Context: an optimization exercise on an open-source flow, tuned for small area. The choices shown serve that exercise and are no tape-out recipe. In this exercise RTL edits were held to simulation tests only and were not proved equivalent to the original. The flow treats the clock pin as an ideal source, which a real chip does not have. Power is estimated from default activity; no workload was simulated.

## blackjack
module blackjack(
	input reset,
	input clk,
	input hit,
	input stay,
	input double_down,
	input split,
	output win,
	output tie,
	output lose,
	output sf_e, e, rs, rw, d, c, b, a
    );
clock: 10.0 ns
lec_check: 0
abc_area: 1
cap_margin: 20
core_margin: 2
core_utilization: 40
cts_buf_list: sky130_fd_sc_hd__clkbuf_8
hold_slack_margin: 0
slew_margin: 20
standard.sh (not shown) runs the stock make flow with config.mk's settings and CLKGATE_MAP_FILE= SYNTH_SCRIPT=/design/flow/synth_recipe.tcl, a recipe that flattens the netlist after the stock synthesis.
==> flow/flow/run.sh <==
#!/bin/bash
# Layout flow: the standard synthesis, then the combinational logic between
# the (unchanged) registers is re-optimised for area with ABC, then the standard flow's
# standard layout from floorplan to finish. Each tool writes its own log here.
set -uo pipefail
W=$(pwd)
R=$W/orfs/results/${FLOW_PLATFORM}/blackjack/base
LIB=$FLOW_HOME/platforms/${FLOW_PLATFORM}/lib/sky130_fd_sc_hd__tt_025C_1v80.lib

bash standard.sh synth > $W/log_1_std_synth.txt 2>&1 || exit 1
cp $R/1_2_yosys.v $W/std_netlist.v

# don't-use cells of the platform
python3 - "$FLOW_HOME/platforms/${FLOW_PLATFORM}/config.mk" > $W/dont_use.txt <<'PY'
import re, sys
txt = open(sys.argv[1]).read().replace("\\\n", " ")
cells = set()
for m in re.finditer(r"DONT_USE_CELLS\s*\+?=([^\n]*)", txt):
    cells.update(re.findall(r"sky130_fd_sc_hd__\w+", m.group(1)))
print(" ".join(f"-dont_use {c}" for c in sorted(cells)))
PY
DU=$(cat $W/dont_use.txt)

best=""
bestarea=""
for s in $W/flow/abc_*.script; do
  n=$(basename $s .script)
  cat > $W/resynth_$n.ys <<EOS
read_liberty -ignore_miss_func $LIB
blackbox sky130_fd_sc_hd__*df* sky130_fd_sc_hd__dl*
read_verilog $W/std_netlist.v
hierarchy -top $FLOW_TOP
flatten
opt_clean -purge
abc -script $s -liberty $LIB $DU
opt_clean -purge
hilomap -singleton -hicell sky130_fd_sc_hd__conb_1 HI -locell sky130_fd_sc_hd__conb_1 LO
opt_clean -purge
tee -o $W/stat_$n.txt stat -liberty $LIB
write_verilog -noattr -nohex -nodec $W/netlist_$n.v
EOS
  ( timeout 1200 yosys -s $W/resynth_$n.ys > $W/log_2_resynth_$n.txt 2>&1 ) &
  # at most NUM_CORES at once
  while (( $(jobs -rp | wc -l) >= ${NUM_CORES:-4} )); do sleep 1; done
done
wait
for s in $W/flow/abc_*.script; do
  n=$(basename $s .script)
  a=$(grep -o "Chip area for module.*: [0-9.]*" $W/stat_$n.txt 2>/dev/null | awk '{print $NF}')
  [[ -z "$a" || ! -s $W/netlist_$n.v ]] && continue
  # only cell instances (no behavioural registers) may come out
  grep -qE "^\s*(reg|always)\b" $W/netlist_$n.v && continue
  # the registers must be the standard synthesis's, by name and cell type
  grep -oE "sky130_fd_sc_hd__[a-z]*(df|dl)[a-z0-9_]* [^ ]*" $W/std_netlist.v | sort > $W/regs_std.txt
  grep -oE "sky130_fd_sc_hd__[a-z]*(df|dl)[a-z0-9_]* [^ ]*" $W/netlist_$n.v | sort > $W/regs_$n.txt
  cmp -s $W/regs_std.txt $W/regs_$n.txt || continue
  if [[ -z "$best" ]] || python3 -c "import sys; sys.exit(0 if $a < $bestarea else 1)"; then
    best=$n; bestarea=$a
  fi
done
echo "chosen: ${best:-standard} ${bestarea}" > $W/log_2_resynth_choice.txt
if [[ -n "$best" ]]; then
  cp $W/netlist_$best.v $R/1_2_yosys.v
  touch $R/1_2_yosys.v
fi

# extra make settings for the layout, one per line
ARGS=()
if [[ -f $W/flow/layout_args.txt ]]; then
  while IFS= read -r line; do [[ -n "$line" ]] && ARGS+=("$line"); done < $W/flow/layout_args.txt
fi
# upsize slow clock buffers after CTS
ARGS+=("POST_CTS_TCL=$W/flow/post_cts.tcl")
# build a two-level clock tree of our own before CTS (CTS_ARGS then leaves it alone)
[[ -f $W/flow/pre_cts.tcl ]] && ARGS+=("PRE_CTS_TCL=$W/flow/pre_cts.tcl")
bash standard.sh "${ARGS[@]}" finish > $W/log_3_std_layout.txt 2>&1 || exit 1
==> flow/flow/abc_s1.script <==
strash
&get -n
&deepsyn -T 60 -S 1
&put
dch -f
amap
topo
==> flow/flow/abc_s10.script <==
strash
&get -n
&deepsyn -T 60 -S 10
&put
dch -f
amap
topo
==> flow/flow/abc_s11.script <==
strash
&get -n
&deepsyn -T 60 -S 11
&put
dch -f
amap
topo
==> flow/flow/abc_s12.script <==
strash
&get -n
&deepsyn -T 60 -S 12
&put
dch -f
amap
topo
==> flow/flow/abc_s13.script <==
strash
&get -n
&deepsyn -T 60 -S 13
&put
dch -f
amap -m
topo
==> flow/flow/abc_s14.script <==
strash
&get -n
&deepsyn -T 60 -S 14
&put
dch -f
amap -m
topo
==> flow/flow/abc_s15.script <==
strash
&get -n
&deepsyn -T 60 -S 15
&put
dch -f
amap -m
topo
==> flow/flow/abc_s16.script <==
strash
&get -n
&deepsyn -T 60 -S 16
&put
dch -f
amap -m
topo
==> flow/flow/abc_s2.script <==
strash
&get -n
&deepsyn -T 60 -S 2
&put
dch -f
amap
topo
==> flow/flow/abc_s3.script <==
strash
&get -n
&deepsyn -T 60 -S 3
&put
dch -f
amap
topo
==> flow/flow/abc_s4.script <==
strash
&get -n
&deepsyn -T 60 -S 4
&put
dch -f
amap
topo
==> flow/flow/abc_s5.script <==
strash
&get -n
&deepsyn -T 60 -S 5
&put
dch -f
amap -m
topo
==> flow/flow/abc_s6.script <==
strash
&get -n
&deepsyn -T 60 -S 6
&put
dch -f
amap -m
topo
==> flow/flow/abc_s7.script <==
strash
&get -n
&deepsyn -T 60 -S 7
&put
dch -f
amap -m
topo
==> flow/flow/abc_s8.script <==
strash
&get -n
&deepsyn -T 60 -S 8
&put
dch -f
amap -m
topo
==> flow/flow/abc_s9.script <==
strash
&get -n
&deepsyn -T 60 -S 9
&put
dch -f
amap
topo
Other scripts of this flow, unchanged in this note and not shown: flow/flow/layout_args.txt, flow/flow/post_cts.tcl
The first run completed without violations.
==> next run, changes <==
==> flow/flow/abc_s1.script (replaced) <==
strash
&get -n
&deepsyn -T 120 -S 21
&put
dch -f
amap
topo
==> flow/flow/abc_s10.script (replaced) <==
strash
&get -n
&deepsyn -T 120 -S 30
&put
dch -f
amap -m
topo
==> flow/flow/abc_s11.script (replaced) <==
strash
&get -n
&deepsyn -T 120 -S 31
&put
dch -f
amap
topo
==> flow/flow/abc_s12.script (replaced) <==
strash
&get -n
&deepsyn -T 120 -S 32
&put
dch -f
amap -m
topo
==> flow/flow/abc_s13.script (replaced) <==
strash
&get -n
&deepsyn -T 120 -S 33
&put
dch -f
amap
topo
==> flow/flow/abc_s14.script (replaced) <==
strash
&get -n
&deepsyn -T 120 -S 34
&put
dch -f
amap -m
topo
==> flow/flow/abc_s15.script (replaced) <==
strash
&get -n
&deepsyn -T 120 -S 35
&put
dch -f
amap
topo
==> flow/flow/abc_s16.script (replaced) <==
strash
&get -n
&deepsyn -T 120 -S 36
&put
dch -f
amap -m
topo
==> flow/flow/abc_s17.script (new file) <==
strash
&get -n
&deepsyn -T 120 -S 37
&put
dch -f
amap
topo
==> flow/flow/abc_s18.script (new file) <==
strash
&get -n
&deepsyn -T 120 -S 38
&put
dch -f
amap -m
topo
==> flow/flow/abc_s19.script (new file) <==
strash
&get -n
&deepsyn -T 120 -S 39
&put
dch -f
amap
topo
==> flow/flow/abc_s2.script (replaced) <==
strash
&get -n
&deepsyn -T 120 -S 22
&put
dch -f
amap
topo
==> flow/flow/abc_s20.script (new file) <==
strash
&get -n
&deepsyn -T 120 -S 40
&put
dch -f
amap -m
topo
==> flow/flow/abc_s21.script (new file) <==
strash
&get -n
&deepsyn -T 120 -S 41
&put
dch -f
amap
topo
==> flow/flow/abc_s22.script (new file) <==
strash
&get -n
&deepsyn -T 120 -S 42
&put
dch -f
amap -m
topo
==> flow/flow/abc_s23.script (new file) <==
strash
&get -n
&deepsyn -T 120 -S 43
&put
dch -f
amap
topo
==> flow/flow/abc_s24.script (new file) <==
strash
&get -n
&deepsyn -T 120 -S 44
&put
dch -f
amap -m
topo
==> flow/flow/abc_s3.script (replaced) <==
strash
&get -n
&deepsyn -T 120 -S 23
&put
dch -f
amap
topo
==> flow/flow/abc_s4.script (replaced) <==
strash
&get -n
&deepsyn -T 120 -S 24
&put
dch -f
amap
topo
==> flow/flow/abc_s5.script (replaced) <==
strash
&get -n
&deepsyn -T 120 -S 25
&put
dch -f
amap -m
topo
==> flow/flow/abc_s6.script (replaced) <==
strash
&get -n
&deepsyn -T 120 -S 26
&put
dch -f
amap -m
topo
==> flow/flow/abc_s7.script (replaced) <==
strash
&get -n
&deepsyn -T 120 -S 27
&put
dch -f
amap -m
topo
==> flow/flow/abc_s8.script (replaced) <==
strash
&get -n
&deepsyn -T 120 -S 28
&put
dch -f
amap -m
topo
==> flow/flow/abc_s9.script (replaced) <==
strash
&get -n
&deepsyn -T 120 -S 29
&put
dch -f
amap
topo
- The changed run finished clean
- hold slack improves by 0.015 ns
- non-clock buffer count does not change
- wire length came out higher by about 9%
- via count came out higher by about 3%
- die area came out lower by 0.72%
- fmax came out lower by about 7%
- cell area came out lower by 0.67%
- cell count came out lower by about 1.2%
- global-route usage came out higher by 1.6 points
- core utilization came out lower by 0.13 points
==> next run, changes <==
removed: flow/flow/abc_s17.script
removed: flow/flow/abc_s18.script
removed: flow/flow/abc_s19.script
removed: flow/flow/abc_s20.script
removed: flow/flow/abc_s21.script
removed: flow/flow/abc_s22.script
removed: flow/flow/abc_s23.script
removed: flow/flow/abc_s24.script
=>
- register-to-register slack barely changes
- critical path depth stays the same
- setup slack is unchanged
- global-route usage is unchanged
- worst hold slack does not change
- utilization is unchanged
- non-clock buffer count does not change
- sequential power hardly moves
==> next run, changes <==
removed: flow/flow/abc_s10.script
removed: flow/flow/abc_s11.script
removed: flow/flow/abc_s12.script
removed: flow/flow/abc_s13.script
removed: flow/flow/abc_s14.script
removed: flow/flow/abc_s15.script
removed: flow/flow/abc_s16.script
removed: flow/flow/abc_s9.script
The changed run ran to the end with no violations.
Design area stays the same.
Worst setup slack does not change.
Routed wire length does not change.
Clock-buffer cell count stays the same.
Total power does not change.
Clock skew stays the same.
Die area stays the same.
Sequential power hardly moves.
Area after synthesis stays the same.
Core utilization does not change.
Global-route usage does not change.

## port drivers added, routing unchanged
In the flow no input, the clock included, has a driving cell. The finished layouts below were timed again as built, in two steps.
Step 1 sets driving cells, clkbuf_16 on the clock port and buf_2 on the other inputs (assumed; they add their load-dependent delay and slew).
Step 2 moves the port delays by t, midway between the first and last clock arrival at a register: inputs arrive t later, outputs are due t later. That takes back most of the time a late clock gives input paths.
Slacks: ideal / step 1 / step 2; pairs: ideal / step 1.
run	shift t [ns]	slack for setup (ns)	slew at the worst register clock pin (ns)
the first run	0.409	4.610 / 4.607 / 4.610	0.10 / 0.10
the second run	0.419	4.206 / 4.206 / 4.206	0.10 / 0.10
the third run	0.419	4.206 / 4.206 / 4.206	0.10 / 0.10
the fourth run	0.419	4.206 / 4.206 / 4.206	0.10 / 0.10
After both steps setup and hold are still met in every run listed.
